This is an optimization exercise on Yosys and OpenROAD, whose aim is small area, not a production implementation.
RTL that was checked went through simulation tests only; none was proved equivalent to the original.
No functional check of the RTL was part of runs 3 and 4.
The clock port is modelled as an ideal driver; clocking choices that lean on that would not hold on a real chip.
No activity file was given, so power comes from the tool's default toggle rates.

<file path="constraint.sdc">
create_clock -name core_clock -period 10.0 [get_ports {clk}]
set_input_delay 2.0000 -clock core_clock [delete_from_list [all_inputs] [get_ports {clk}]]
set_output_delay 2.0000 -clock core_clock [all_outputs]
set_load 0.01 [all_outputs]
</file>
<file path="flow/cts.tcl">
# Clock distribution for a small design: the clock port drives CLK_K clock
# buffers directly; each drives one cluster of registers (k-means on the
# placed register positions) and is placed at its cluster's centre.
# Replaces ORFS's CTS step: reads 3_place.odb, writes 4_1_cts.odb and 4_cts.sdc.
set R $::env(RES)
set P $::env(FLOW_HOME)/platforms/$::env(FLOW_PLATFORM)
read_liberty $P/lib/sky130_fd_sc_hd__tt_025C_1v80.lib
read_db $R/3_place.odb
read_sdc $R/3_place.sdc
source $P/setRC.tcl

set block [ord::get_db_block]
set dbu [$block getDbUnitsPerMicron]
set K $::env(CLK_K)
set pins {}
foreach it [[$block findNet $::env(CLK_NET)] getITerms] {
  set inst [$it getInst]
  set bb [$inst getBBox]
  lappend pins [list "[$inst getName]/[[$it getMTerm] getName]" \
    [expr {([$bb xMin] + [$bb xMax]) / 2.0 / $dbu}] \
    [expr {([$bb yMin] + [$bb yMax]) / 2.0 / $dbu}]]
}
set n [llength $pins]
# k-means, seeded with sinks spread along x
set sorted [lsort -real -index 1 $pins]
set cents {}
for {set k 0} {$k < $K} {incr k} {
  set p [lindex $sorted [expr {int(($k + 0.5) * $n / $K)}]]
  lappend cents [list [lindex $p 1] [lindex $p 2]]
}
for {set iter 0} {$iter < 50} {incr iter} {
  set groups {}
  for {set k 0} {$k < $K} {incr k} { lappend groups {} }
  foreach p $pins {
    set best 0; set bd 1e30
    for {set k 0} {$k < $K} {incr k} {
      set c [lindex $cents $k]
      set d [expr {abs([lindex $p 1] - [lindex $c 0]) + abs([lindex $p 2] - [lindex $c 1])}]
      if {$d < $bd} { set bd $d; set best $k }
    }
    lset groups $best [concat [lindex $groups $best] [list $p]]
  }
  set cents {}
  foreach g $groups {
    set sx 0.0; set sy 0.0
    foreach p $g { set sx [expr {$sx + [lindex $p 1]}]; set sy [expr {$sy + [lindex $p 2]}] }
    set m [llength $g]
    if {$m == 0} { set m 1 }
    lappend cents [list [expr {$sx / $m}] [expr {$sy / $m}]]
  }
}
for {set k 0} {$k < $K} {incr k} {
  set g [lindex $groups $k]
  if {[llength $g] == 0} { continue }
  set loads {}
  foreach p $g { lappend loads [get_pins [lindex $p 0]] }
  set c [lindex $cents $k]
  puts "clock buffer $k: [llength $g] sinks at ($c)"
  insert_buffer -buffer_cell $::env(CLK_BUF) -net $::env(CLK_NET) -load_pins $loads \
    -location $c -buffer_name clkbuf_$k -net_name clknet_$k
}
detailed_placement
check_placement -verbose
set_propagated_clock [all_clocks]
estimate_parasitics -placement
report_clock_skew
report_checks -path_delay min
report_checks -path_delay max
write_db $R/4_1_cts.odb
unset_propagated_clock [all_clocks]
write_sdc -no_timestamp $R/4_cts.sdc
</file>
<file path="design.v">
module Decoder_7_segment(
    input [3:0] in,
    output [6:0] seg
    );
    wire d3 = in[3], d2 = in[2], d1 = in[1], d0 = in[0];
    assign seg[0] = (d2 & d1 & d0) | (~d3 & ~d2 & ~d1);
    assign seg[1] = (~d2 & d1) | (d1 & d0) | (~d3 & ~d2 & d0);
    assign seg[2] = d0 | (d2 & ~d1);
    assign seg[3] = (d2 & ~d1 & ~d0) | (d2 & d1 & d0) | (~d3 & ~d2 & ~d1 & d0);
    assign seg[4] = ~d2 & d1 & ~d0;
    assign seg[5] = (~d3 & d2 & d1 & ~d0) | (d2 & ~d1 & d0);
    assign seg[6] = (d2 & ~d1 & ~d0) | (~d3 & ~d2 & ~d1 & d0);
endmodule
module Top_Module(
    input clk,
    input rst,   
    input sw,    
    input btnC,  
    input btnU,  
    input btnR,  
    output [6:0] seg,
    output [3:0] an,
    output [7:0] led
    );
    localparam [5:0]  Z_INV = 6'b000000;
    localparam [9:0]  Y_INV = 10'b0000000000;
    localparam [5:0]  B_INV = 6'b000000;          
    localparam [13:0] C_INV = 14'b00000000000000;
    localparam [19:0] T_INV = 20'b00000000000000000000;  
    localparam [3:0]  D_INV = 4'b0000;
    reg [5:0] z_r;
    reg [9:0] y_r;
    wire [5:0] z = z_r ^ Z_INV;
    wire [9:0] y = y_r ^ Y_INV;
    localparam [9:0] Y_RESET = 10'b0101100000;    
    wire y_last  = (y == 10'b0010110000);         
    wire y_first = (y == 10'b1011000000);         
    wire rise = y_last  & (z[1:0] == 2'b01);
    wire pulse = y_first & (z[1:0] == 2'b11);
    always @(posedge clk)
        if (rst) begin
            z_r <= 6'd56 ^ Z_INV;
            y_r <= Y_RESET ^ Y_INV;
        end else begin
            z_r <= (z + 1'b1) ^ Z_INV;
            y_r <= {y[8:0], ~(y[9] ^ y[6] ^ y_last)} ^ Y_INV;
        end
    reg [5:0] b_r;
    wire [5:0] b = b_r ^ B_INV;
    wire qc = b[5], dc = b[4], qu = b[3], du = b[2], qr = b[1], dr = b[0];
    always @(posedge clk)
        if (rst)
            b_r <= B_INV;
        else if (rise)
            b_r <= {btnC, btnC & ~qc, btnU, btnU & ~qu, btnR, btnR & ~qr} ^ B_INV;
    wire clr   = dc;
    wire minup = pulse & dr;
    wire hrup  = pulse & du;
    reg [13:0] c_r;
    wire [13:0] c = c_r ^ C_INV;
    localparam [13:0] C_RESET = 14'b00010101000000;   
    wire c_last = (c == 14'b00001010100000);          
    wire run  = sw & ~clr & ~minup & ~hrup;
    wire tick = run & c_last;
    always @(posedge clk)
        if (rst)
            c_r <= C_RESET ^ C_INV;
        else if (run)
            c_r <= {c[12:0], ~(c[13] ^ c[12] ^ c_last)} ^ C_INV;
    reg [19:0] t_r;
    wire [19:0] t = t_r ^ T_INV;
    wire [1:0] h2 = t[19:18];
    wire [3:0] h1 = t[17:14];
    wire [2:0] m2 = t[13:11];
    wire [3:0] m1 = t[10:7];
    wire [2:0] s2 = t[6:4];
    wire [3:0] s1 = t[3:0];
    wire s1_9 = (s1 == 4'd9);
    wire s59  = s1_9 & (s2 == 3'd5);
    wire m1_9 = (m1 == 4'd9);
    wire m59  = m1_9 & (m2 == 3'd5);
    wire h23  = (h2 == 2'd2) & (h1 == 4'd3);
    wire minc = minup | (tick & s59);
    wire hinc = (hrup & ~minup) | (tick & s59 & m59);
    reg [3:0] s1_n, m1_n, h1_n;
    reg [2:0] s2_n, m2_n;
    reg [1:0] h2_n;
    always @(*) begin
        s1_n = s1; s2_n = s2; m1_n = m1; m2_n = m2; h1_n = h1; h2_n = h2;
        if (tick) begin
            s1_n = s1_9 ? 4'd0 : s1 + 1'b1;
            if (s1_9) s2_n = (s2 == 3'd5) ? 3'd0 : s2 + 1'b1;
        end
        if (minc) begin
            m1_n = m1_9 ? 4'd0 : m1 + 1'b1;
            if (m1_9) m2_n = (m2 == 3'd5) ? 3'd0 : m2 + 1'b1;
        end
        if (hinc) begin
            if (h23) begin
                h1_n = 4'd0; h2_n = 2'd0;
            end else if (h1 == 4'd9) begin
                h1_n = 4'd0; h2_n = h2 + 1'b1;
            end else
                h1_n = h1 + 1'b1;
        end
    end
    always @(posedge clk)
        if (rst | clr)
            t_r <= T_INV;
        else
            t_r <= {h2_n, h1_n, m2_n, m1_n, s2_n, s1_n} ^ T_INV;
    assign led = {1'b0, s2, s1};
    reg [3:0] d_r;
    wire [3:0] d = d_r ^ D_INV;
    reg [3:0] d_n;
    always @(*)
        case (z[5:4])
        2'd3: d_n = {2'b00, h2};
        2'd0: d_n = h1;
        2'd1: d_n = {1'b0, m2};
        default: d_n = m1;
        endcase
    always @(posedge clk)
        if (rst)
            d_r <= 4'd14 ^ D_INV;
        else if (z[3:0] == 4'hf)
            d_r <= d_n ^ D_INV;
    wire blank = d[3] & d[2];
    assign an = blank ? 4'b0000 : ~(4'b1000 >> z[5:4]);
    Decoder_7_segment dec (.in(d), .seg(seg));
endmodule
</file>
<file path="standard.sh">
#!/bin/bash
# synth_recipe.tcl (not shown) runs the flow's synth.tcl, then flattens the netlist and writes it again
# the make line also repeats each setting of config.mk as NAME=value (left out here)
make -C /OpenROAD-flow-scripts/flow DESIGN_CONFIG=/design/flow/config.mk WORK_HOME=/design/flow/orfs CLKGATE_MAP_FILE= SYNTH_SCRIPT=/design/flow/synth_recipe.tcl "${@:-finish}"
</file>
<file path="flow/synth.tcl">
# The standard synthesis script (synth_recipe.tcl), with one change: the
# combinational mapping runs abc_area_strong.script instead of ORFS's abc_area.script.
# Flip-flops are mapped before ABC runs, so the registers are the standard synthesis's.
proc synth {args} { yosys synth -nofsm -noshare {*}$args }
proc abc {args} {
  set i [lsearch -exact $args -script]
  if { $i >= 0 } {
    lset args [expr {$i + 1}] $::env(MY_ABC_SCRIPT)
  }
  yosys abc {*}$args
}
source $::env(SCRIPTS_DIR)/synth.tcl
# left out here: clear keep_hierarchy, flatten, clean up, hide names made inside functions, write 1_2_yosys.v
</file>
<file path="config.mk">
export PLATFORM = sky130hd
export DESIGN_NAME = Top_Module
export DESIGN_NICKNAME = Top_Module
export VERILOG_FILES = /design/flow/design.v
export SDC_FILE = /design/flow/constraint.sdc
export NUM_CORES = 4
export LEC_CHECK = 0
export ABC_AREA = 1
export CAP_MARGIN = 20
export CORE_MARGIN = 2
export CORE_UTILIZATION = 40
export PLACE_DENSITY = 0.6
export SLEW_MARGIN = 20
</file>
<file path="flow/run.sh">
#!/bin/bash
# Own layout flow: ORFS's standard flow (standard.sh), with
#  - synthesis using a stronger ABC area script (flow/synth.tcl),
#  - port buffers of the smallest buffer cell,
#  - a few clock buffers, each driving a cluster of registers, in place of ORFS's CTS (flow/cts.tcl).
set -euo pipefail
W=$(pwd)
export MY_ABC_SCRIPT=$W/flow/abc_area_strong.script
SYN="SYNTH_SCRIPT=$W/flow/synth.tcl"
PORTS="BUFFER_PORTS_ARGS=-buffer_cell sky130_fd_sc_hd__buf_1"
bash standard.sh "$SYN" synth > "$W/run_synth.log" 2>&1
bash standard.sh "$SYN" "$PORTS" place > "$W/run_place.log" 2>&1
export RES=$W/orfs/results/$FLOW_PLATFORM/Top_Module/base
export CLK_NET=clk CLK_BUF=${CLK_BUF:-sky130_fd_sc_hd__clkbuf_8} CLK_K=${CLK_K:-3}
openroad -no_init -exit "$W/flow/cts.tcl" > "$W/run_cts.log" 2>&1
bash standard.sh "$SYN" "$PORTS" finish > "$W/run_finish.log" 2>&1
</file>
<file path="flow/abc_area_strong.script">
strash
balance -l
resub -K 6 -l
rewrite -l
resub -K 6 -N 2 -l
refactor -l
resub -K 8 -l
balance -l
resub -K 8 -N 2 -l
rewrite -l
resub -K 10 -l
rewrite -z -l
resub -K 10 -N 2 -l
balance -l
resub -K 12 -l
refactor -z -l
resub -K 12 -N 2 -l
rewrite -z -l
balance -l
dch -f
map -a
mfs2
strash
balance -l
resub -K 6 -l
rewrite -l
resub -K 6 -N 2 -l
refactor -l
resub -K 8 -l
balance -l
resub -K 8 -N 2 -l
rewrite -l
resub -K 10 -l
rewrite -z -l
resub -K 10 -N 2 -l
balance -l
resub -K 12 -l
refactor -z -l
resub -K 12 -N 2 -l
rewrite -z -l
balance -l
dch -f
map -a
topo
</file>
==> results of run 1 <==
cell type report:
cell class | instances | area (sq um)
inverters | 61 | 229.0
well taps | 75 | 93.84
clock buffers | 3 | 41.29
fillers | 598 | 3246
repair buffers | 25 | 101.3
multi-input cells | 203 | 1008
flip-flops and latches | 60 | 1201
power by group through the flow:
stage               Combinational (mW)  Sequential, mW  Clock (mW)
floorplan                       0.0151           0.255           0
global placement                0.0209           0.256           0
detailed placement              0.0214           0.256           0
global route                    0.0251           0.251      0.0979
finish                          0.0210           0.250      0.0851
logic make-up after synthesis:
kind of cell | after synthesis | share of synthesized area [%]
AND/OR/NAND/NOR | 117 | 20.45
AO/OA/AOI/OAI | 81 | 18.61
adder cells (fa/ha/maj) | 3 | 1.538
buffers and inverters | 62 | 9.687
other | 1 | 0.1536
flip-flops | 60 | 49.21
XOR/XNOR | 1 | 0.3589
worst reg2reg max path, cell delays in order, from the launching register on:
cell and delay [ns]:
dfxtp_1 0.37, ha_1 0.24, nand4_1 0.09, nor2_1 0.06
nand2_1 0.10, nand2_1 0.08, nor3b_2 0.15, buf_4 0.27
nand2_1 0.12, nor2_1 0.16, clkinv_1 0.14, nor2_1 0.16
nand2_1 0.12, o31ai_1 0.27, clkinv_1 0.13, nor2_1 0.15
clkinv_1 0.10, nor2_1 0.20, nand2_1 0.10, a22oi_1 0.15
routing by layer:
| layer | part of all wire, % | wire length [microns] | vias to the layer above | track usage [%] |
|---|---|---|---|---|
| li1 | - | - | 1122 | - |
| met1 | 51 | 2286 | 928 | 19.43 |
| met2 | 44 | 1994 | 44 | 24.07 |
| met3 | 4.0 | 180 | 5 | 1.087 |
| met4 | 1.0 | 45 | 0 | 1.333 |
| met5 | 0 | 0 | - | 0 |
worst paths after layout:
kind,start,to,slack (ns),cells past startpoint
hold / removal,y_r[0]$_SDFF_PP0_,y_r[1]$_SDFF_PP0_,0.42,2
hold reg to reg,y_r[0]$_SDFF_PP0_,y_r[1]$_SDFF_PP0_,0.42,2
setup reg to reg,z_r[0]$_SDFF_PP0_,t_r[13]$_SDFFE_PP0P_,6.76,19
setup / recovery,sw,t_r[13]$_SDFFE_PP0P_,5.82,15
synth_stat cells:
| master | n |
|---|---|
| clkinv_1 | 61 |
| dfxtp_1 | 60 |
| nor2_1 | 56 |
| a21oi_1 | 34 |
| nand2_1 | 29 |
| o21ai_0 | 28 |
| nor3_1 | 13 |
| nand3_1 | 6 |
| nand4_1 | 5 |
| nor4_1 | 4 |
| o22ai_1 | 4 |
| a2bb2oi_1 | 3 |
| ha_1 | 3 |
| o211ai_1 | 3 |
| o21a_1 | 2 |
| a2111oi_0 | 1 |
| a211oi_1 | 1 |
| a221oi_1 | 1 |
| a22oi_1 | 1 |
| a31oi_1 | 1 |
| and2_2 | 1 |
| buf_4 | 1 |
| conb_1 | 1 |
| nand3b_1 | 1 |
| nor3b_1 | 1 |
| o221ai_1 | 1 |
| o31ai_1 | 1 |
| or2_2 | 1 |
| xor2_1 | 1 |
registers in the layout, indices dropped and copies added (netlist names):
register,count
c_r,14
d_r,4
t_r,20
b_r,6
z_r,6
y_r,10
cell usage in the layout (no fill, tap or decap):
master and instances:
a2111oi_0 1, a211oi_1 1, a21oi_1 34, a221oi_1 1, a22oi_1 1, a2bb2oi_1 3, a31oi_1 1, and2_2 1
buf_1 23, buf_4 2, clkbuf_8 3, clkinv_1 61, conb_1 1, dfxtp_1 60, ha_1 3, nand2_1 29
nand3_1 6, nand3b_1 1, nand4_1 5, nor2_1 56, nor3_1 13, nor3b_2 1, nor4_1 4, o211ai_1 3
o21a_1 2, o21ai_0 28, o221ai_1 1, o22ai_1 4, o31ai_1 1, or2_2 1, xor2_1 1
per-stage QoR:
step	hold WS, ns	total power, mW
6_report	0.4234	0.3566
3_3_place_gp	0.4034	0.2766
2_1_floorplan	0.3973	0.2701
5_1_grt	0.4417	0.3744
3_5_place_dp	0.4083	0.2772
==> results.toml, run 1 <==
[synth]
syn_avg_cell_area_sq_um = 7.511
ys_warn_count = 1
synth_seq_cells = 60
synth_top_area_share_pct = 49.21
synth_top_area_cell = "dfxtp_1"
ys_seq_area_share_pct = 49.21
ys_types = 29
synth.net_count = 334
yosys-top-cells-area = "dfxtp_1 49%, clkinv_1 9.4%, nor2_1 8.6%"
syn_inst = 325
synth_area_sq_um = 2441

[job]
maxCapViolCount = 0

[pwr]
combinationalPowerShare_pct = 5.9
switching_share_pct = 21.00
power_frac_seq_pct = 70.2
power_switching_mw = 0.07489
p_int_mw = 0.2817
leakagePower_nw = 0.9539
ir_drop_uv = 93.10
power_density_nw_per_um2 = 133.3
p_clk_share_pct = 23.9

[sta]
hold_viol = 0
grt_setup_unrepaired = "no"
layout_setup_ws_ns = 5.820
worst-slew-pin-transition_ns = 0.7553
finalSetupViolations = 0
period_share_pct = 41.80
tns_ns = 0
max_freq_ghz = 0.2392
slew_violations = 0
skew_ns = 0.01673
fin_crit_ns = 4.180
relSlewSlack_pct = 49.46

[setup_path]
critPathCaptureType = "flop"
crit_path_frequent_cell = "nor2_1"
path_class = "input pin to flop"
critical_path_required_ns = 10.09
cp_slowest_cell = "buf_4"
critPathTopFamily = "simple AND/OR/NAND/NOR gates"
crit_fanout = 29
path_cells = "buf_1, nor3b_2, buf_4, nand2_1, nor2_1, clkinv_1, nor2_1, nand2_1, o31ai_1, clkinv_1, nor2_1, clkinv_1, nor2_1, nand2_1, a22oi_1"
crit_buf_inv = 5
critPathMaxStageDelay_ns = 0.27
worst_setup_path_start_kind = "input pin"
critPathArrivalTime_ns = 4.27

[status]
status = "finished clean"

[grt]
grt_usage_pct = 13.80
grt_overflow = 0
grt_max_degree = 30
grt_pass1_wl_mm = 7.810
grt_pass1_vias = 1833
antenna_found_initial = 0

[finish]
syn2layout_area_growth_pct = 9.585
final_nets = 363
final_cells = 427
postLayoutCoreUtil_pct = 45.18
finalInstanceArea_sq_um = 2675
antennaDiodeCount = 0
layout-drive-gt1-share_pct = 2.273

[hold_path]
hp-class = "flop to flop"

[floorplan]
core_sq_um = 5921
std_cell_rows = 28
die_w_microns = 82.12
num_io_pins = 25
start_util_pct = 41.23
die-area_sq_um = 6744
die_h_microns = 82.12

[routing]
wire_per_inst_microns = 10.55
vias_per_cell = 4.916
drcViolationCount = 0
first_pass_iters = 5
dr_total_vias = 2099
antenna_left = 0
wl_mm = 4.506
drtIter0Drc = 67

[place]
dpl.hpwl_mm = 3.341
gp_congestion = 0.7613
placed_cells = 424
post-place-ws_ns = 5.672
dpl_cell_area_sq_um = 2634
port_buffers = 23

[clock_tree]
clk_latency_ns = 0.17
path_clk_slew_ns = 0.12
==> run 2: changes to the inputs <==
--- a/flow/run.sh
+++ b/flow/run.sh
@@ -11,6 +11,6 @@
 bash standard.sh "$SYN" synth > "$W/run_synth.log" 2>&1
 bash standard.sh "$SYN" "$PORTS" place > "$W/run_place.log" 2>&1
 export RES=$W/orfs/results/$FLOW_PLATFORM/Top_Module/base
-export CLK_NET=clk CLK_BUF=${CLK_BUF:-sky130_fd_sc_hd__clkbuf_8} CLK_K=${CLK_K:-3}
+export CLK_NET=clk CLK_BUF=${CLK_BUF:-sky130_fd_sc_hd__clkbuf_16} CLK_K=${CLK_K:-2}
 openroad -no_init -exit "$W/flow/cts.tcl" > "$W/run_cts.log" 2>&1
 bash standard.sh "$SYN" "$PORTS" finish > "$W/run_finish.log" 2>&1
==> run 2 against run 1 <==
Highest routed layer unchanged. Sequential share of layout area shrank 0.15 points. Largest power group unchanged. Total power up 2.7%. Setup slack better by 0.036 ns. Worst hold slack lost 0.0022 ns.
==> results.toml, run 2 <==
[status]
status = "finished clean"

[pwr]
leakagePower_nw = 0.9570
power_switching_mw = 0.07535
combinationalPowerShare_pct = 5.8
p_int_mw = 0.2907
power_density_nw_per_um2 = 136.4
ir_drop_uv = 88.22
p_clk_share_pct = 25.8
p_total_mw = 0.3660
switching_share_pct = 20.59
power_frac_seq_pct = 68.4

[routing]
vias_per_cell = 4.859
drtIter0Drc = 66
wl_mm = 4.515
first_pass_iters = 5
wire_per_inst_microns = 10.60
antenna_left = 0
dr_total_vias = 2070
drcViolationCount = 0

[setup_path]
crit_buf_inv = 5
path_cells = "buf_1, nor3b_2, buf_4, nand2_1, nor2_1, clkinv_1, nor2_1, nand2_1, o31ai_1, clkinv_1, nor2_1, clkinv_1, nor2_1, nand2_1, nand2_1, nor2_1"
critPathMaxStageDelay_ns = 0.27
critical_path_required_ns = 10.08
r2r_end = "t_r[12]$_SDFFE_PP0P_"
critPathCaptureType = "flop"
path_class = "input pin to flop"
critPathArrivalTime_ns = 4.22
critPathTopFamily = "simple AND/OR/NAND/NOR gates"
r2r-start = "z_r[0]$_SDFF_PP0_"
startpoint = "sw"
worst_setup_path_start_kind = "input pin"
rr_worst_depth = 20
cp_slowest_cell = "buf_4"
ff2ff_setup_slack_ns = 6.81
crit_path_frequent_cell = "nor2_1"
crit_fanout = 29

[hold_path]
min_from = "y_r[0]$_SDFF_PP0_"
hold_depth = 2
min_to = "y_r[1]$_SDFF_PP0_"
hp-class = "flop to flop"

[floorplan]
die-area_sq_um = 6744
num_io_pins = 25
die_w_microns = 82.12
core_sq_um = 5921
start_util_pct = 41.23
die_h_microns = 82.12
std_cell_rows = 28

[job]
maxCapViolCount = 0

[grt]
grt_overflow = 0
grt_usage_pct = 13.80
antenna_found_initial = 0
grt_pass1_vias = 1822
grt_pass1_wl_mm = 7.776
grt_max_degree = 32

[finish]
antennaDiodeCount = 0
largest_reg_flops = 20
final_nets = 362
finalInstanceArea_sq_um = 2684
final_cell_mix = "61 x clkinv_1, 60 x dfxtp_1, 56 x nor2_1"
syn2layout_area_growth_pct = 9.943
final_common_cell = "clkinv_1"
largest_registers = "t_r x20, c_r x14, y_r x10"
max_flop_register = "t_r"
final_cells = 426
layout-drive-gt1-share_pct = 1.994

[place]
dpl.hpwl_mm = 3.341
placed_cells = 424
port_buffers = 23
gp_congestion = 0.7613
dpl_cell_area_sq_um = 2634

[sta]
skew_ns = 0.008530
slew_violations = 0
max_freq_ghz = 0.2413
timing.hold.ws_ns = 0.4213
hold_viol = 0
worst-slew-pin-transition_ns = 0.7291
relSlewSlack_pct = 51.22
fin_crit_ns = 4.145
finalSetupViolations = 0
period_share_pct = 41.45
tns_ns = 0
grt_setup_unrepaired = "no"

[synth]
yosys-top-cells-area = "dfxtp_1 49%, clkinv_1 9.4%, nor2_1 8.6%"
synth_most_common_cell = "clkinv_1"
synth_common_cells = "61 x clkinv_1, 60 x dfxtp_1, 56 x nor2_1, 34 x a21oi_1, 29 x nand2_1"
syn_avg_cell_area_sq_um = 7.511
synthArstFlopShare_pct = 0
synth.net_count = 334
synth_seq_cells = 60
synth_top_area_share_pct = 49.21
ys_warn_count = 1
synth_top_area_cell = "dfxtp_1"
synth_edf_count = 0
syn_inst = 325
synth_flop_cell = "dfxtp_1"
ys_seq_area_share_pct = 49.21
synth_area_sq_um = 2441
ys_types = 29

[clock_tree]
clk_latency_ns = 0.17
path_clk_slew_ns = 0.11
==> run 2: cell count changes in the layout (fill, tap and decap cells not counted), sizes merged <==
cell    previous run  this run
clkbuf             3         2
==> run 2: worst max path at each step <==
stage	to	depth (start not counted)	slack, ns
after floorplan	t_r[12]$_SDFFE_PP0P_	14	4.90
after global placement	t_r[12]$_SDFFE_PP0P_	16	5.81
after detailed placement	t_r[12]$_SDFFE_PP0P_	16	5.67
after global routing	t_r[17]$_SDFFE_PP0P_	17	5.49
final	t_r[12]$_SDFFE_PP0P_	16	5.86
==> run 2: logic make-up (layout without fill, tap and decap cells) <==
family | Yosys count | after routing | share of synthesized area (%)
AO/OA/AOI/OAI | 81 | 81 | 18.61
other | 1 | 1 | 0.1536
buffers and inverters | 62 | 88 | 9.687
adder cells (fa/ha/maj) | 3 | 3 | 1.538
AND/OR/NAND/NOR | 117 | 117 | 20.45
XOR/XNOR | 1 | 1 | 0.3589
flip-flops | 60 | 60 | 49.21
==> run 2: cell type report <==
type,count,area [sq um]
Fill cell,592,3237
Multi-Input combinational cell,203,1008
Clock buffer,2,50.05
Timing Repair Buffer,25,101.3
Inverter,61,229.0
Tap cell,75,93.84
Sequential cell,60,1201
==> run 2: routing by layer <==
metal / GRT usage [%] / routed length [microns]
met5: 0 / 0
met4: 1.333 / 47
met3: 0.7609 / 143
met2: 24.80 / 2019
met1: 19.02 / 2304
==> run 2: power by group through the flow <==
stage               Clock [mW]  Sequential (mW)  Combinational, mW
detailed placement           0            0.256             0.0214
floorplan                    0            0.255             0.0151
global route             0.107            0.251             0.0252
global placement             0            0.256             0.0209
finish                  0.0945            0.250             0.0211
==> run 2: worst register-to-register path, stage by stage, from the launching register on <==
cell	delay [ns]
dfxtp_1	0.37
ha_1	0.24
nand4_1	0.09
nor2_1	0.06
nand2_1	0.10
nand2_1	0.08
nor3b_2	0.15
buf_4	0.27
nand2_1	0.12
nor2_1	0.16
clkinv_1	0.14
nor2_1	0.16
nand2_1	0.12
o31ai_1	0.27
clkinv_1	0.13
nor2_1	0.15
clkinv_1	0.10
nor2_1	0.18
nand2_1	0.10
nand2_1	0.07
nor2_1	0.04
==> run 2: metrics by stage <==
step | setup slack, ns | utilization (%)
3_3_place_gp | 5.807 | 44.48
5_1_grt | 5.491 | 45.33
6_report | 5.855 | 45.33
3_5_place_dp | 5.672 | 44.48
2_1_floorplan | 4.898 | -
==> run 3: changes to the inputs <==
--- a/design.v
+++ b/design.v
@@ -75,35 +75,30 @@
     wire [3:0] m1 = t[10:7];
     wire [2:0] s2 = t[6:4];
     wire [3:0] s1 = t[3:0];
-    wire s1_9 = (s1 == 4'd9);
-    wire s59  = s1_9 & (s2 == 3'd5);
-    wire m1_9 = (m1 == 4'd9);
-    wire m59  = m1_9 & (m2 == 3'd5);
-    wire h23  = (h2 == 2'd2) & (h1 == 4'd3);
+    wire s1_9 = s1[3] & s1[0];
+    wire s59  = s1_9 & s2[2] & s2[0];
+    wire m1_9 = m1[3] & m1[0];
+    wire m59  = m1_9 & m2[2] & m2[0];
+    wire h1_9 = h1[3] & h1[0];
+    wire h23  = h2[1] & h1[1] & h1[0];
     wire minc = minup | (tick & s59);
     wire hinc = (hrup & ~minup) | (tick & s59 & m59);
-    reg [3:0] s1_n, m1_n, h1_n;
-    reg [2:0] s2_n, m2_n;
-    reg [1:0] h2_n;
-    always @(*) begin
-        s1_n = s1; s2_n = s2; m1_n = m1; m2_n = m2; h1_n = h1; h2_n = h2;
-        if (tick) begin
-            s1_n = s1_9 ? 4'd0 : s1 + 1'b1;
-            if (s1_9) s2_n = (s2 == 3'd5) ? 3'd0 : s2 + 1'b1;
-        end
-        if (minc) begin
-            m1_n = m1_9 ? 4'd0 : m1 + 1'b1;
-            if (m1_9) m2_n = (m2 == 3'd5) ? 3'd0 : m2 + 1'b1;
-        end
-        if (hinc) begin
-            if (h23) begin
-                h1_n = 4'd0; h2_n = 2'd0;
-            end else if (h1 == 4'd9) begin
-                h1_n = 4'd0; h2_n = h2 + 1'b1;
-            end else
-                h1_n = h1 + 1'b1;
-        end
-    end
+    function [3:0] bcd10_t(input [3:0] q);
+        bcd10_t = {q[0] & (q[3] | (q[2] & q[1])), q[0] & q[1], q[0] & ~q[3], 1'b1};
+    endfunction
+    function [2:0] bcd6_t(input [2:0] q);
+        bcd6_t = {q[0] & (q[1] | q[2]), q[0] & ~q[2], 1'b1};
+    endfunction
+    wire e_s2 = tick & s1_9;
+    wire e_m2 = minc & m1_9;
+    wire [3:0] s1_n = s1 ^ ({4{tick}} & bcd10_t(s1));
+    wire [2:0] s2_n = s2 ^ ({3{e_s2}} & bcd6_t(s2));
+    wire [3:0] m1_n = m1 ^ ({4{minc}} & bcd10_t(m1));
+    wire [2:0] m2_n = m2 ^ ({3{e_m2}} & bcd6_t(m2));
+    wire [3:0] h1_t = bcd10_t(h1) & {2'b11, ~h2[1], 1'b1};
+    wire [3:0] h1_n = h1 ^ ({4{hinc}} & h1_t);
+    wire [1:0] h2_n = {(h2[1] & ~(hinc & h23)) | (hinc & h1_9 & h2[0]),
+                       h2[0] ^ (hinc & h1_9)};
     always @(posedge clk)
         if (rst | clr)
             t_r <= T_INV;
--- a/flow/run.sh
+++ b/flow/run.sh
@@ -1,11 +1,12 @@
 #!/bin/bash
 # Own layout flow: ORFS's standard flow (standard.sh), with
-#  - synthesis using a stronger ABC area script (flow/synth.tcl),
+#  - synthesis keeping the smallest of several ABC area mappings (flow/synth.tcl),
 #  - port buffers of the smallest buffer cell,
-#  - a few clock buffers, each driving a cluster of registers, in place of ORFS's CTS (flow/cts.tcl).
+#  - a few clock buffers, each driving a cluster of registers, in place of
+#    ORFS's CTS (flow/cts.tcl).
 set -euo pipefail
 W=$(pwd)
-export MY_ABC_SCRIPT=$W/flow/abc_area_strong.script
+export MY_ABC_DIR=$W/flow
 SYN="SYNTH_SCRIPT=$W/flow/synth.tcl"
 PORTS="BUFFER_PORTS_ARGS=-buffer_cell sky130_fd_sc_hd__buf_1"
 bash standard.sh "$SYN" synth > "$W/run_synth.log" 2>&1
==> flow/abc07.script (new file) <==
strash
&get -n
&st
&synch2
&if -m -a -K 6
&mfs
&st
&dch
&nf -R 1000
&put
topo
==> flow/abc09.script (new file) <==
strash
balance -l
resub -K 6 -l
rewrite -l
resub -K 6 -N 2 -l
refactor -l
resub -K 8 -l
balance -l
resub -K 8 -N 2 -l
rewrite -l
resub -K 10 -l
rewrite -z -l
resub -K 10 -N 2 -l
balance -l
resub -K 12 -l
refactor -z -l
resub -K 12 -N 2 -l
rewrite -z -l
balance -l
balance -l
resub -K 6 -l
rewrite -l
resub -K 6 -N 2 -l
refactor -l
resub -K 8 -l
balance -l
resub -K 8 -N 2 -l
rewrite -l
resub -K 10 -l
rewrite -z -l
resub -K 10 -N 2 -l
balance -l
resub -K 12 -l
refactor -z -l
resub -K 12 -N 2 -l
rewrite -z -l
balance -l
dch -f
amap
mfs2
strash
dch -f
map -a
mfs2
strash
dch -f
amap
topo
==> flow/abc1.script (new file) <==
strash
&get -n
&fraig -x
&put
dch -f
map -a
mfs2
strash
dch -f
map -a
topo
==> flow/abc10.script (new file) <==
strash
dc2
dch -f
map -a
mfs2
strash
dc2
dch -f
map -a
topo
==> flow/abc11.script (new file) <==
strash
&get -n
&st
&dc2
&dch -f
&put
map -a
mfs2 -a
strash
dch -f
map -a
topo
==> flow/abc12.script (new file) <==
strash
balance
rewrite
refactor
balance
rewrite
rewrite -z
balance
refactor -z
rewrite -z
balance
balance -l
resub -K 6 -l
rewrite -l
resub -K 6 -N 2 -l
refactor -l
resub -K 8 -l
balance -l
resub -K 8 -N 2 -l
rewrite -l
resub -K 10 -l
rewrite -z -l
resub -K 10 -N 2 -l
balance -l
resub -K 12 -l
refactor -z -l
resub -K 12 -N 2 -l
rewrite -z -l
balance -l
dch -f
map -a
strash
balance -l
resub -K 6 -l
rewrite -l
resub -K 6 -N 2 -l
refactor -l
resub -K 8 -l
balance -l
resub -K 8 -N 2 -l
rewrite -l
resub -K 10 -l
rewrite -z -l
resub -K 10 -N 2 -l
balance -l
resub -K 12 -l
refactor -z -l
resub -K 12 -N 2 -l
rewrite -z -l
balance -l
dch -f
map -a
mfs2
strash
dch -f
map -a
topo
==> flow/abc13.script (new file) <==
strash
ifraig
balance -l
resub -K 6 -l
rewrite -l
resub -K 6 -N 2 -l
refactor -l
resub -K 8 -l
balance -l
resub -K 8 -N 2 -l
rewrite -l
resub -K 10 -l
rewrite -z -l
resub -K 10 -N 2 -l
balance -l
resub -K 12 -l
refactor -z -l
resub -K 12 -N 2 -l
rewrite -z -l
balance -l
dch -f
map -a
mfs2
strash
balance -l
resub -K 6 -l
rewrite -l
resub -K 6 -N 2 -l
refactor -l
resub -K 8 -l
balance -l
resub -K 8 -N 2 -l
rewrite -l
resub -K 10 -l
rewrite -z -l
resub -K 10 -N 2 -l
balance -l
resub -K 12 -l
refactor -z -l
resub -K 12 -N 2 -l
rewrite -z -l
balance -l
dch -f
map -a
topo
==> flow/abc14.script (new file) <==
strash
&get -n
&st
&syn2
&dch
&put
amap
mfs2
strash
&get -n
&st
&syn3
&dch -f
&put
map -a
topo
==> flow/abc15.script (new file) <==
strash
&get -n
&st
&dch
&nf -p -a
&put
mfs2
strash
dch -f
map -a
topo
==> flow/abc16.script (new file) <==
strash
balance
rewrite
refactor
balance
rewrite
rewrite -z
balance
refactor -z
rewrite -z
balance
balance
rewrite
refactor
balance
rewrite
rewrite -z
balance
refactor -z
rewrite -z
balance
dch -f
map -a
mfs2
strash
dch -f
map -a
mfs2
strash
dch -f
map -a
topo
==> flow/abc2.script (new file) <==
strash
balance
rewrite
refactor
balance
rewrite
rewrite -z
balance
refactor -z
rewrite -z
balance
dch -f
map -a
mfs2
strash
dch -f
map -a
topo
==> flow/abc3.script (new file) <==
strash
balance -l
resub -K 6 -l
rewrite -l
resub -K 6 -N 2 -l
refactor -l
resub -K 8 -l
balance -l
resub -K 8 -N 2 -l
rewrite -l
resub -K 10 -l
rewrite -z -l
resub -K 10 -N 2 -l
balance -l
resub -K 12 -l
refactor -z -l
resub -K 12 -N 2 -l
rewrite -z -l
balance -l
dch -f
map -a
mfs2
strash
balance -l
resub -K 6 -l
rewrite -l
resub -K 6 -N 2 -l
refactor -l
resub -K 8 -l
balance -l
resub -K 8 -N 2 -l
rewrite -l
resub -K 10 -l
rewrite -z -l
resub -K 10 -N 2 -l
balance -l
resub -K 12 -l
refactor -z -l
resub -K 12 -N 2 -l
rewrite -z -l
balance -l
dch -f
map -a
topo
==> flow/abc4.script (new file) <==
strash
&get -n
&fraig -x
&put
balance -l
resub -K 6 -l
rewrite -l
resub -K 6 -N 2 -l
refactor -l
resub -K 8 -l
balance -l
resub -K 8 -N 2 -l
rewrite -l
resub -K 10 -l
rewrite -z -l
resub -K 10 -N 2 -l
balance -l
resub -K 12 -l
refactor -z -l
resub -K 12 -N 2 -l
rewrite -z -l
balance -l
balance -l
resub -K 6 -l
rewrite -l
resub -K 6 -N 2 -l
refactor -l
resub -K 8 -l
balance -l
resub -K 8 -N 2 -l
rewrite -l
resub -K 10 -l
rewrite -z -l
resub -K 10 -N 2 -l
balance -l
resub -K 12 -l
refactor -z -l
resub -K 12 -N 2 -l
rewrite -z -l
balance -l
dch -f
map -a
mfs2
strash
dch -f
map -a
mfs2
strash
dch -f
map -a
topo
==> flow/abc5.script (new file) <==
strash
balance -l
resub -K 6 -l
rewrite -l
resub -K 6 -N 2 -l
refactor -l
resub -K 8 -l
balance -l
resub -K 8 -N 2 -l
rewrite -l
resub -K 10 -l
rewrite -z -l
resub -K 10 -N 2 -l
balance -l
resub -K 12 -l
refactor -z -l
resub -K 12 -N 2 -l
rewrite -z -l
balance -l
dch -f
amap
mfs2
strash
dch -f
map -a
topo
==> flow/abc6.script (new file) <==
strash
dch -f
amap
topo
==> flow/synth.tcl (replaced) <==
# The standard synthesis script (synth_recipe.tcl), with one change: the
# combinational mapping (ABC) runs each of the area scripts flow/abc*.script
# and keeps the smallest result. Flip-flops are mapped before ABC runs, so the
# registers are the standard synthesis's.
proc synth {args} { yosys synth -nofsm -noshare {*}$args }
proc design_area {lib_args} {
  set s [tee -q -s result.string stat {*}$lib_args]
  if {[regexp {Chip area for module '[^']*': ([0-9.]+)} $s -> a]} { return $a }
  return 1e30
}
proc abc {args} {
  set i [lsearch -exact $args -script]
  if { $i < 0 } { yosys abc {*}$args; return }
  set lib_args {}
  foreach {k v} $args { if {$k eq "-liberty"} { lappend lib_args -liberty $v } }
  set scripts [lsort [glob $::env(MY_ABC_DIR)/abc*.script]]
  design -save before_abc
  set best ""; set best_area 1e30
  foreach s $scripts {
    design -load before_abc
    lset args [expr {$i + 1}] $s
    yosys abc {*}$args
    yosys opt_clean
    # a result with unmapped cells is not usable
    set unmapped [tee -q -s result.string select -count t:\$*]
    if {[regexp {([0-9]+) objects} $unmapped -> nu] && $nu > 0} {
      puts "ABC script $s: $nu unmapped cells, skipped"
      continue
    }
    set a [design_area $lib_args]
    puts "ABC script $s: area $a"
    if {$a < $best_area} { set best_area $a; set best $s }
  }
  puts "ABC: using $best (area $best_area)"
  design -load before_abc
  lset args [expr {$i + 1}] $best
  yosys abc {*}$args
}
source $::env(SCRIPTS_DIR)/synth.tcl
# left out here: clear keep_hierarchy, flatten, clean up, hide names made inside functions, write 1_2_yosys.v
removed: flow/abc_area_strong.script
==> run 3 against run 2 <==
Clock-buffer cell count did not move. Global-route usage decreased by 0.74 points. Worst hold slack gained 0.0025 ns. Fmax down 17%. Utilization up 0.42 points. Critical path type unchanged. Design area down 5.0%. Sequential power hardly changed.
==> results.toml, run 3 <==
[synth]
yosys-top-cells-area = "dfxtp_1 52%, nor2_1 8.2%, clkinv_1 6.1%"
synth.net_count = 287
synth_edf_count = 0
synth_flop_cell = "dfxtp_1"
ys_warn_count = 1
ys_types = 31
syn_avg_cell_area_sq_um = 8.388
synthArstFlopShare_pct = 0
synth_top_area_share_pct = 51.70
synth_area_sq_um = 2323
ys_seq_area_share_pct = 51.70
syn_inst = 277
synth_common_cells = "60 x dfxtp_1, 51 x nor2_1, 38 x clkinv_1, 20 x nor3_1, 16 x a21oi_1"
synth_seq_cells = 60
synth_top_area_cell = "dfxtp_1"
synth_most_common_cell = "dfxtp_1"

[routing]
antenna_left = 0
wl_mm = 4.218
wire_per_inst_microns = 11.28
first_pass_iters = 4
dr_total_vias = 1907
drcViolationCount = 0
drtIter0Drc = 63
vias_per_cell = 5.099

[setup_path]
critical_path_required_ns = 10.07
ff2ff_setup_slack_ns = 5.95
critPathTopFamily = "simple AND/OR/NAND/NOR gates"
cp_slowest_cell = "o41ai_1"
crit_path_frequent_cell = "nand2_1"
critPathArrivalTime_ns = 5.07
critPathCaptureType = "flop"
critPathMaxStageDelay_ns = 0.65
path_cells = "buf_1, nand3_1, nor2_1, nand2_1, nor2b_1, nand2_1, clkinv_1, nand2_1, nand2_1, nand2_1, nor2_1, clkinv_1, o41ai_1, and3_1, ha_1, and3_1"
worst_setup_path_start_kind = "input pin"
path_class = "input pin to flop"
crit_fanout = 17
crit_buf_inv = 3

[finish]
final_cell_mix = "60 x dfxtp_1, 51 x nor2_1, 38 x clkinv_1"
largest_registers = "t_r x20, c_r x14, y_r x10"
final_nets = 314
max_flop_register = "t_r"
layout-drive-gt1-share_pct = 0.9934
final_common_cell = "dfxtp_1"
largest_reg_flops = 20
antennaDiodeCount = 0
syn2layout_area_growth_pct = 9.747

[grt]
grt_pass1_wl_mm = 7.176
grt_pass1_vias = 1610
grt_util_met3_pct = 0.7865
grt-busiest-layer = "met2"
grt_max_degree = 32
antenna_found_initial = 0
grt_usage_pct = 13.06
grt_overflow = 0
use_met2_pct = 23.17
met1_usage_pct = 18.26

[floorplan]
die_w_microns = 80.22
core_sq_um = 5574
start_util_pct = 41.68
die_h_microns = 80.22
die-area_sq_um = 6434
std_cell_rows = 27
num_io_pins = 25

[sta]
skew_ns = 0.005724
relSlewSlack_pct = 47.24
grt_setup_unrepaired = "no"
max_freq_ghz = 0.1999
hold_viol = 0
fin_crit_ns = 5.002
layout_setup_ws_ns = 4.998
slew_violations = 0
period_share_pct = 50.02
worst-slew-pin-transition_ns = 0.7811
finalSetupViolations = 0
tns_ns = 0

[clock_tree]
clk_latency_ns = 0.17
path_clk_slew_ns = 0.11

[place]
post-place-ws_ns = 4.807
gp_congestion = 0.8132
port_buffers = 23
dpl.hpwl_mm = 3.128

[pwr]
ir_drop_uv = 91.41
leakagePower_nw = 0.9238
p_total_mw = 0.3638
power_density_nw_per_um2 = 142.7

[job]
maxCapViolCount = 0

[status]
status = "finished clean"

[hold_path]
hp-class = "flop to flop"
-- run 3: area by class of cell --
cell class | instances | area (sq um)
clock buffer | 2 | 50.05
fill | 562 | 3024
inverter | 38 | 142.6
multi-input combinational | 178 | 972.2
sequential | 60 | 1201
tap | 72 | 90.09
timing repair buffer | 24 | 93.84
-- run 3: tightest hold or removal path: stages (launching register included) --
cell	delay (ns)
dfxtp_1	0.32
clkinv_1	0.04
nor2_1	0.03
-- run 3: path summary, 6_finish.rpt --
kind,startpoint,depth (start not counted),end
max,sw,16,t_r[18]$_SDFF_PP0_
min reg2reg,y_r[2]$_SDFF_PP0_,2,y_r[3]$_SDFF_PP0_
max reg2reg,z_r[0]$_SDFF_PP0_,19,t_r[18]$_SDFF_PP0_
min,y_r[2]$_SDFF_PP0_,2,y_r[3]$_SDFF_PP0_
-- run 3: power breakdown --
part	switching, mW	leakage, nW	internal, mW
sequential	0.00407	0.489	0.245
clock	0.0584	0.0246	0.0372
combinational	0.0121	0.410	0.00676
-- run 3: cells by family after synthesis --
family / share of synthesized area, %
AND/OR/NAND/NOR: 21.54
AO/OA/AOI/OAI: 17.61
flip-flops: 51.70
buffers and inverters: 6.462
adder cells (fa/ha/maj): 2.154
XOR/XNOR: 0.3770
other: 0.1614
-- run 3: metal layers --
metal,vias up,wire [microns]
li1,1023,-
met1,853,2068
met2,29,1990
met3,2,128
met4,0,30
met5,-,0
-- run 3: stage by stage --
stage	hold WS (ns)	cell area, sq um	utilization [%]	instances
after floorplan	0.4004	2323	-	277
after global placement	0.4110	2500	44.85	372
after detailed placement	0.4120	2500	44.85	372
after global routing	0.4416	2550	45.75	374
final	0.4238	2550	45.75	374
==> run 4: changes to the inputs <==
--- a/config.mk
+++ b/config.mk
@@ -6,8 +6,8 @@
 export NUM_CORES = 4
 export LEC_CHECK = 0
 export ABC_AREA = 1
-export CAP_MARGIN = 20
+export CAP_MARGIN = 0
 export CORE_MARGIN = 2
-export CORE_UTILIZATION = 40
-export PLACE_DENSITY = 0.6
-export SLEW_MARGIN = 20
+export CORE_UTILIZATION = 65
+export PLACE_DENSITY = 0.75
+export SLEW_MARGIN = 0
==> run 4 against run 3 <==
Cell count down 7.0%. Utilization up 29 points. Die area fell by 37%. Critical path depth is the same. Via count up 0.42%. Flip-flop and latch count did not move. Non-clock buffer count did not move. Register-to-register slack about the same. Largest power group unchanged.
==> results.toml, run 4 <==
[status]
status = "finished clean"

[job]
maxCapViolCount = 0

[pwr]
leakagePower_nw = 0.9238
p_int_mw = 0.2892
ir_drop_uv = 176.4
power_density_nw_per_um2 = 143.5
switching_share_pct = 19.96
power_switching_mw = 0.07211
p_clk_share_pct = 25.7
combinationalPowerShare_pct = 5.3
power_frac_seq_pct = 69.0

[place]
port_buffers = 23
dpl.hpwl_mm = 3.031
post-place-ws_ns = 4.749
gp_congestion = 0.7976

[finish]
layout-drive-gt1-share_pct = 0.9934
largest_registers = "t_r x20, c_r x14, y_r x10"
postLayoutCoreUtil_pct = 74.27
final_common_cell = "dfxtp_1"
max_flop_register = "t_r"
antennaDiodeCount = 0
final_cell_mix = "60 x dfxtp_1, 51 x nor2_1, 38 x clkinv_1"
nFillCells = 257
largest_reg_flops = 20
syn2layout_area_growth_pct = 8.347
final_nets = 314

[floorplan]
num_io_pins = 25
start_util_pct = 68.55
die_h_microns = 63.79
die-area_sq_um = 4069
core_sq_um = 3390
die_w_microns = 63.79
std_cell_rows = 21

[synth]
ys_warn_count = 1
synth_flop_cell = "dfxtp_1"
ys_types = 31
syn_avg_cell_area_sq_um = 8.388
synth_seq_cells = 60
synth_top_area_share_pct = 51.70
synth.net_count = 287
synth_top_area_cell = "dfxtp_1"
synth_edf_count = 0
synth_most_common_cell = "dfxtp_1"
yosys-top-cells-area = "dfxtp_1 52%, nor2_1 8.2%, clkinv_1 6.1%"
synth_area_sq_um = 2323
syn_inst = 277
synth_common_cells = "60 x dfxtp_1, 51 x nor2_1, 38 x clkinv_1, 20 x nor3_1, 16 x a21oi_1"
ys_seq_area_share_pct = 51.70
synthArstFlopShare_pct = 0

[routing]
first_pass_iters = 4
vias_per_cell = 5.503
drtIter0Drc = 117
drcViolationCount = 0
antenna_left = 0
wl_mm = 4.061
dr_total_vias = 1915
wire_per_inst_microns = 11.67

[sta]
max_freq_ghz = 0.1977
period_share_pct = 50.58
grt_setup_unrepaired = "no"
fin_crit_ns = 5.058
slew_violations = 0
finalSetupViolations = 0
relSlewSlack_pct = 47.52
layout_setup_ws_ns = 4.942
worst-slew-pin-transition_ns = 0.7770
skew_ns = 0.004809
tns_ns = 0
hold_viol = 0

[setup_path]
cp_slowest_cell = "o41ai_1"
ff2ff_setup_slack_ns = 5.95
critPathArrivalTime_ns = 5.13
crit_path_frequent_cell = "nand2_1"
critPathMaxStageDelay_ns = 0.64
critPathCaptureType = "flop"
path_cells = "buf_1, nand3_1, nor2_1, nand2_1, nor2b_1, nand2_1, clkinv_1, nand2_1, nand2_1, nand2_1, nor2_1, clkinv_1, o41ai_1, and3_1, ha_1, and3_1"
crit_fanout = 17
critical_path_required_ns = 10.07
path_class = "input pin to flop"
worst_setup_path_start_kind = "input pin"

[grt]
antenna_found_initial = 0
grt_usage_pct = 21.27
grt_max_degree = 32
grt_overflow = 0
grt_pass1_vias = 1765
grt_pass1_wl_mm = 7.376

[clock_tree]
path_clk_slew_ns = 0.10
clk_latency_ns = 0.16

[hold_path]
hp-class = "flop to flop"
## run 4: cell counts after synthesis
Identical to the previous run, type by type.
## run 4: layout make-up
type	count	area [sq um]	area share, %
sequential	60	1201	47.71
multi-input combinational	178	972.2	38.62
timing repair buffer	24	93.84	3.728
tap	46	57.56	2.286
inverter	38	142.6	5.666
clock buffer	2	50.05	1.988
## run 4: worst paths after layout
path | startpoint | end | cells after the start
setup / recovery | sw | t_r[18]$_SDFF_PP0_ | 16
hold / removal | y_r[3]$_SDFF_PP0_ | y_r[4]$_SDFF_PP0_ | 2
setup reg to reg | z_r[0]$_SDFF_PP0_ | t_r[18]$_SDFF_PP0_ | 19
hold reg to reg | y_r[3]$_SDFF_PP0_ | y_r[4]$_SDFF_PP0_ | 2
## run 4: power groups by stage
stage	Combinational (mW)	Sequential [mW]	Clock [mW]
6_report	0.0191	0.249	0.0928
5_1_grt	0.0224	0.251	0.102
3_5_place_dp	0.0191	0.255	0
3_3_place_gp	0.0186	0.255	0
2_1_floorplan	0.0135	0.254	0
## run 4: logic make-up after synthesis
family                   after synthesis  share of synthesized area (%)
adder cells (fa/ha/maj)                4                          2.154
AND/OR/NAND/NOR                      111                          21.54
AO/OA/AOI/OAI                         61                          17.61
XOR/XNOR                               1                         0.3770
other                                  1                         0.1614
flip-flops                            60                          51.70
buffers and inverters                 39                          6.462
## run 4: metrics by stage
stage               power (mW)  cell area (sq um)  hold WS, ns  instances
finish                  0.3614               2517       0.4324        348
global route            0.3747               2517       0.4569        348
detailed placement      0.2739               2467       0.4181        346
global placement        0.2734               2467       0.4089        346
floorplan               0.2674               2323       0.4004        277
## run 4: per-layer routing
layer	vias to the layer above	GRT usage, %	routed length (microns)
met3	2	1.056	134
met1	863	29.16	2013
li1	1018	-	-
met5	-	0	0
met2	32	38.67	1894
met4	0	1.630	19
## run 4: critical path: cells and delay by family
kind	cells	cell delay, ns
adders and majority gates	1	0.23
and+or+nand+nor	11	1.98
AOI/OAI and AO/OA	1	0.64
buffers and inverters	3	0.28
==> run 5: changes to the inputs <==
--- a/design.v
+++ b/design.v
@@ -95,7 +95,7 @@
     wire [2:0] s2_n = s2 ^ ({3{e_s2}} & bcd6_t(s2));
     wire [3:0] m1_n = m1 ^ ({4{minc}} & bcd10_t(m1));
     wire [2:0] m2_n = m2 ^ ({3{e_m2}} & bcd6_t(m2));
-    wire [3:0] h1_t = bcd10_t(h1) & {2'b11, ~h2[1], 1'b1};
+    wire [3:0] h1_t = bcd10_t(h1) & {1'b1, ~h2[1], 2'b11};
     wire [3:0] h1_n = h1 ^ ({4{hinc}} & h1_t);
     wire [1:0] h2_n = {(h2[1] & ~(hinc & h23)) | (hinc & h1_9 & h2[0]),
                        h2[0] ^ (hinc & h1_9)};
--- a/flow/run.sh
+++ b/flow/run.sh
@@ -12,6 +12,6 @@
 bash standard.sh "$SYN" synth > "$W/run_synth.log" 2>&1
 bash standard.sh "$SYN" "$PORTS" place > "$W/run_place.log" 2>&1
 export RES=$W/orfs/results/$FLOW_PLATFORM/Top_Module/base
-export CLK_NET=clk CLK_BUF=${CLK_BUF:-sky130_fd_sc_hd__clkbuf_16} CLK_K=${CLK_K:-2}
+export CLK_NET=clk CLK_BUF=${CLK_BUF:-sky130_fd_sc_hd__clkbuf_8} CLK_K=${CLK_K:-3}
 openroad -no_init -exit "$W/flow/cts.tcl" > "$W/run_cts.log" 2>&1
 bash standard.sh "$SYN" "$PORTS" finish > "$W/run_finish.log" 2>&1
--- a/config.mk
+++ b/config.mk
@@ -6,8 +6,8 @@
 export NUM_CORES = 4
 export LEC_CHECK = 0
 export ABC_AREA = 1
-export CAP_MARGIN = 0
+export CAP_MARGIN = 20
 export CORE_MARGIN = 2
 export CORE_UTILIZATION = 65
 export PLACE_DENSITY = 0.75
-export SLEW_MARGIN = 0
+export SLEW_MARGIN = 20
==> run 5 against run 4 <==
Largest power group unchanged. Routed wire length down 0.49%. Still clean. Via count up 1.8%. Setup slack improved by 1.2 ns. Utilization grew 1.0 points. Worst hold slack better by 0.023 ns. Clock power fell by 8.8%. Clock skew rose by 0.016 ns. Critical path depth decreased by 7. Global-route usage decreased by 0.22 points.
==> results.toml, run 5 <==
[synth]
synth_top_area_share_pct = 50.47
synthArstFlopShare_pct = 0
synth_edf_count = 0
synth_area_sq_um = 2380
yosys-top-cells-area = "dfxtp_1 50%, nor2_1 8.0%, a21oi_1 6.1%"
ys_warn_count = 1
synth_seq_cells = 60
syn_inst = 281
synth_most_common_cell = "dfxtp_1"
synth_top_area_cell = "dfxtp_1"
ys_seq_area_share_pct = 50.47
synth_common_cells = "60 x dfxtp_1, 51 x nor2_1, 29 x a21oi_1, 26 x nand2_1, 20 x nor3_1"
ys_types = 34
synth_flop_cell = "dfxtp_1"
syn_avg_cell_area_sq_um = 8.469
synth.net_count = 291

[sta]
relSlewSlack_pct = 47.73
timing.hold.ws_ns = 0.4552
skew_ns = 0.02103
grt_setup_unrepaired = "no"
slew_violations = 0
worst-slew-pin-transition_ns = 0.7732
finalSetupViolations = 0
fin_crit_ns = 3.876
tns_ns = 0
period_share_pct = 38.76
max_freq_ghz = 0.2580
hold_viol = 0

[setup_path]
path_class = "input pin to flop"
crit_fanout = 16
r2r_end = "t_r[18]$_SDFF_PP0_"
startpoint = "sw"
critPathCaptureType = "flop"
critical_path_required_ns = 10.08
rr_worst_depth = 11
cp-endpoint = "t_r[10]$_SDFF_PP0_"
r2r-start = "y_r[1]$_SDFF_PP0_"
worst_setup_path_start_kind = "input pin"
critPathArrivalTime_ns = 3.96
ff2ff_setup_slack_ns = 7.14

[finish]
largest_reg_flops = 20
max_flop_register = "t_r"
final_cells = 354
syn2layout_area_growth_pct = 8.097
final_nets = 320
antennaDiodeCount = 0
finalInstanceArea_sq_um = 2572
layout-drive-gt1-share_pct = 1.623
final_common_cell = "dfxtp_1"
final_cell_mix = "60 x dfxtp_1, 51 x nor2_1, 29 x a21oi_1"
largest_registers = "t_r x20, c_r x14, y_r x10"

[job]
maxCapViolCount = 0

[clock_tree]
path_clk_slew_ns = 0.11
clk_latency_ns = 0.17

[grt]
grt_pass1_vias = 1776
grt_max_degree = 42
grt_overflow = 0
grt_usage_pct = 21.05
grt_pass1_wl_mm = 7.479
antenna_found_initial = 0

[routing]
antenna_left = 0
vias_per_cell = 5.506
dr_total_vias = 1949
first_pass_iters = 4
wl_mm = 4.041
drtIter0Drc = 116
wire_per_inst_microns = 11.42
drcViolationCount = 0

[pwr]
power_density_nw_per_um2 = 138.8
leakagePower_nw = 0.9196
ir_drop_uv = 143.4

[status]
status = "finished clean"

[place]
dpl.hpwl_mm = 2.849
dpl_cell_area_sq_um = 2531
gp_congestion = 0.7857
port_buffers = 23
placed_cells = 351

[floorplan]
core_sq_um = 3416
std_cell_rows = 21
num_io_pins = 25
die_w_microns = 64.51
start_util_pct = 69.67
die-area_sq_um = 4161
die_h_microns = 64.51

[hold_path]
hold_depth = 2
hp-class = "flop to flop"
## run 5: logic make-up (layout without fill, tap and decap cells)
group                    count (synthesis)  in the layout  synth area share, %
buffers and inverters                    7             34                1.262
adder cells (fa/ha/maj)                  4              4                2.103
other                                    1              1               0.1576
flip-flops                              60             60                50.47
AND/OR/NAND/NOR                        147            147                30.13
multiplexers                             1              1               0.4206
XOR/XNOR                                 4              4                1.472
AO/OA/AOI/OAI                           57             57                13.99
## run 5: how the worst min path moves through the flow
stage,start,to,slack (ns)
global route,y_r[1]$_SDFF_PP0_,y_r[2]$_SDFF_PP0_,0.48
finish,c_r[8]$_SDFFE_PP1P_,c_r[8]$_SDFFE_PP1P_,0.46
global placement,y_r[7]$_SDFF_PP0_,y_r[8]$_SDFF_PP1_,0.42
detailed placement,y_r[7]$_SDFF_PP0_,y_r[8]$_SDFF_PP1_,0.44
floorplan,y_r[7]$_SDFF_PP0_,y_r[8]$_SDFF_PP1_,0.41
## run 5: layout make-up
type                    count  area [sq um]
multi-input cells         214          1149
well taps                  46         57.56
repair buffers             25         101.3
flip-flops and latches     60          1201
clock buffers               3         41.29
fillers                   272         843.3
inverters                   6         22.52
## run 5: routing by layer
metal | routed length [microns] | up-vias | track usage, %
met1 | 2059 | 873 | 28.87
met4 | 37 | 0 | 1.596
met5 | 0 | - | 0
met2 | 1809 | 33 | 38.15
li1 | - | 1039 | -
met3 | 135 | 4 | 1.389
## run 5: where the power goes
| group | switching (mW) | total [mW] | internal (mW) |
|---|---|---|---|
| sequential | 0.00531 | 0.252 | 0.246 |
| clock | 0.0565 | 0.0846 | 0.0281 |
| combinational | 0.0123 | 0.0208 | 0.00849 |
## run 5: critical path: stages
cell     delay (ns)
buf_1          0.06
nor2b_1        0.14
o21a_1         0.47
nand3_1        0.21
o21ai_0        0.31
and2_0         0.31
and3_1         0.21
nor2_1         0.05
nor3b_1        0.19
## run 5: metrics by stage
stage	util (%)	total power, mW	setup slack, ns
2_1_floorplan	-	0.2705	6.282
3_3_place_gp	74.10	0.2772	6.001
3_5_place_dp	74.10	0.2778	5.909
5_1_grt	75.31	0.3721	5.798
6_report	75.31	0.3570	6.124
==> run 6: changes to the inputs <==
--- a/flow/run.sh
+++ b/flow/run.sh
@@ -12,6 +12,6 @@
 bash standard.sh "$SYN" synth > "$W/run_synth.log" 2>&1
 bash standard.sh "$SYN" "$PORTS" place > "$W/run_place.log" 2>&1
 export RES=$W/orfs/results/$FLOW_PLATFORM/Top_Module/base
-export CLK_NET=clk CLK_BUF=${CLK_BUF:-sky130_fd_sc_hd__clkbuf_8} CLK_K=${CLK_K:-3}
+export CLK_NET=clk CLK_BUF=${CLK_BUF:-sky130_fd_sc_hd__clkbuf_16} CLK_K=${CLK_K:-2}
 openroad -no_init -exit "$W/flow/cts.tcl" > "$W/run_cts.log" 2>&1
 bash standard.sh "$SYN" "$PORTS" finish > "$W/run_finish.log" 2>&1
--- a/config.mk
+++ b/config.mk
@@ -8,6 +8,6 @@
 export ABC_AREA = 1
 export CAP_MARGIN = 20
 export CORE_MARGIN = 2
-export CORE_UTILIZATION = 65
-export PLACE_DENSITY = 0.75
+export CORE_UTILIZATION = 40
+export PLACE_DENSITY = 0.6
 export SLEW_MARGIN = 20
==> run 6 against run 5 <==
Still clean. Sequential share of layout area shrank 0.80 points. Total power grew 3.3%. Critical path depth stayed put. Critical endpoint unchanged.
==> results.toml, run 6 <==
[setup_path]
critical_path_required_ns = 10.09
rr_worst_depth = 11
path_class = "input pin to flop"
critPathArrivalTime_ns = 3.99
worst_setup_path_start_kind = "input pin"
crit_fanout = 16
critPathCaptureType = "flop"

[floorplan]
core_sq_um = 5851
die-area_sq_um = 6582
std_cell_rows = 28
die_w_microns = 81.13
num_io_pins = 25
start_util_pct = 40.68
die_h_microns = 81.13

[finish]
final_common_cell = "dfxtp_1"
max_flop_register = "t_r"
postLayoutCoreUtil_pct = 44.74
layout-drive-gt1-share_pct = 1.303
final_cell_mix = "60 x dfxtp_1, 51 x nor2_1, 29 x a21oi_1"
regArea_sq_um = 1201
final_nets = 319
antennaDiodeCount = 0
multi_input_area_sq_um = 1149
largest_registers = "t_r x20, c_r x14, y_r x10"
nFillCells = 604
syn2layout_area_growth_pct = 9.989
largest_reg_flops = 20

[pwr]
ir_drop_uv = 85.26
leakagePower_nw = 0.9227
p_total_mw = 0.3689
power_density_nw_per_um2 = 140.9

[grt]
antenna_found_initial = 0
grt_max_degree = 42
grt_pass1_wl_mm = 7.576
grt_usage_pct = 13.62
grt_overflow = 0
grt_pass1_vias = 1723

[sta]
worst-slew-pin-transition_ns = 0.7703
finalSetupViolations = 0
tns_ns = 0
skew_ns = 0.006530
hold_viol = 0
fin_crit_ns = 3.899
max_freq_ghz = 0.2565
period_share_pct = 38.99
slew_violations = 0
grt_setup_unrepaired = "no"
relSlewSlack_pct = 47.92

[clock_tree]
path_clk_slew_ns = 0.11
clk_latency_ns = 0.17

[synth]
yosys-top-cells-area = "dfxtp_1 50%, nor2_1 8.0%, a21oi_1 6.1%"
ys_warn_count = 1
synth_top_area_cell = "dfxtp_1"
ys_types = 34
synth_top_area_share_pct = 50.47
syn_inst = 281
synth_flop_cell = "dfxtp_1"
synth_seq_cells = 60
synth.net_count = 291
synth_area_sq_um = 2380
synth_common_cells = "60 x dfxtp_1, 51 x nor2_1, 29 x a21oi_1, 26 x nand2_1, 20 x nor3_1"
synth_edf_count = 0
syn_avg_cell_area_sq_um = 8.469
synthArstFlopShare_pct = 0
synth_most_common_cell = "dfxtp_1"
ys_seq_area_share_pct = 50.47

[routing]
wire_per_inst_microns = 11.60
vias_per_cell = 5.154
drcViolationCount = 0
first_pass_iters = 4
wl_mm = 4.432
antenna_left = 0
dr_total_vias = 1969
drtIter0Drc = 69

[place]
port_buffers = 23
dpl.hpwl_mm = 3.115
gp_congestion = 0.7711

[job]
maxCapViolCount = 0

[hold_path]
hold_depth = 1
hp-class = "flop to flop"

[status]
status = "finished clean"
[run 6: cell types whose count changed in the layout (fill, tap and decap cells not counted)]
| cell | previous run | this run |
|---|---|---|
| clkbuf_16 | 0 | 2 |
| clkbuf_8 | 3 | 0 |
[run 6: worst max-delay path, cell delays in order]
cell and delay [ns]:
buf_1 0.06, nor2b_1 0.15, o21a_1 0.46, nand3_1 0.21
o21ai_0 0.34, and2_0 0.32, and3_1 0.22, nor2_1 0.04
nor3b_1 0.18
[run 6: final cells by class]
cell class                      count  area share [%]
Sequential cell                    60           45.89
Tap cell                           75           3.585
Inverter                            6          0.8604
Multi-Input combinational cell    214           43.88
Clock buffer                        2           1.912
Timing Repair Buffer               25           3.872
[run 6: logic make-up (layout without fill, tap and decap cells)]
kind of cell	count (synthesis)	in the layout	share of synthesized area (%)
muxes	1	1	0.4206
and+or+nand+nor	147	147	30.13
buffers and inverters	7	33	1.262
AOI/OAI and AO/OA	57	57	13.99
adders and majority gates	4	4	2.103
DFF	60	60	50.47
xor gates and xnor gates	4	4	1.472
other	1	1	0.1576
[run 6: stage by stage]
| step | instance area [sq um] | setup slack, ns | cells | hold slack, ns |
|---|---|---|---|---|
| after floorplan | 2380 | 6.282 | 281 | 0.4091 |
| after detailed placement | 2567 | 5.905 | 380 | 0.4297 |
| after global routing | 2618 | 5.799 | 382 | 0.4759 |
| final | 2618 | 6.101 | 382 | 0.4515 |
| after global placement | 2567 | 5.965 | 380 | 0.4262 |
[run 6: per-layer routing]
layer / wire (microns) / GRT usage [%] / up-vias
li1: - / - / 1035
met1: 2263 / 19.31 / 910
met2: 2024 / 23.97 / 21
met3: 111 / 0.7778 / 3
met4: 32 / 0.8475 / 0
met5: 0 / 0 / -
[run 6: final timing paths]
path	start	endpoint	slack (ns)
max	sw	t_r[10]$_SDFF_PP0_	6.10
min	y_r[7]$_SDFF_PP0_	y_r[8]$_SDFF_PP1_	0.45
max reg2reg	y_r[1]$_SDFF_PP0_	t_r[18]$_SDFF_PP0_	7.15
min reg2reg	y_r[7]$_SDFF_PP0_	y_r[8]$_SDFF_PP1_	0.45
[run 6: report_power, final]
| part | switching (mW) | internal (mW) |
|---|---|---|
| Combinational | 0.0124 | 0.00847 |
| Sequential | 0.00559 | 0.246 |
| Clock | 0.0589 | 0.0372 |
| Total | 0.0769 | 0.292 |

re-timing with driven ports:
In the flow no input, the clock included, has a driving cell. The finished layouts below were timed again as built, in two steps. Step 1 assumes that a clkbuf_16 drives the clock port and a buf_2 every other input. Step 2 times the ports against the registers' clock, not the clock port: input delays grow and output delays shrink by t, the midpoint of the rising clock arrivals with the driver on. Three values: no drivers, after step 1, after step 2; two values: the first two.
run	shift t [ns]	setup WS [ns]	worst data-port slew with drivers (ns)
run 1	0.215	5.820 / 5.842 / 5.627	0.03
run 2	0.213	5.855 / 5.878 / 5.665	0.03
run 3	0.210	4.998 / 5.018 / 4.808	0.03
run 4	0.207	4.942 / 4.960 / 4.753	0.03
run 5	0.210	6.124 / 6.148 / 5.938	0.03
run 6	0.211	6.101 / 6.126 / 5.915	0.03
After both steps setup and hold are still met in every run listed. The setup slack of run 1, which loses most, moves by +0.022 ns with the drivers and by -0.193 ns with both steps.
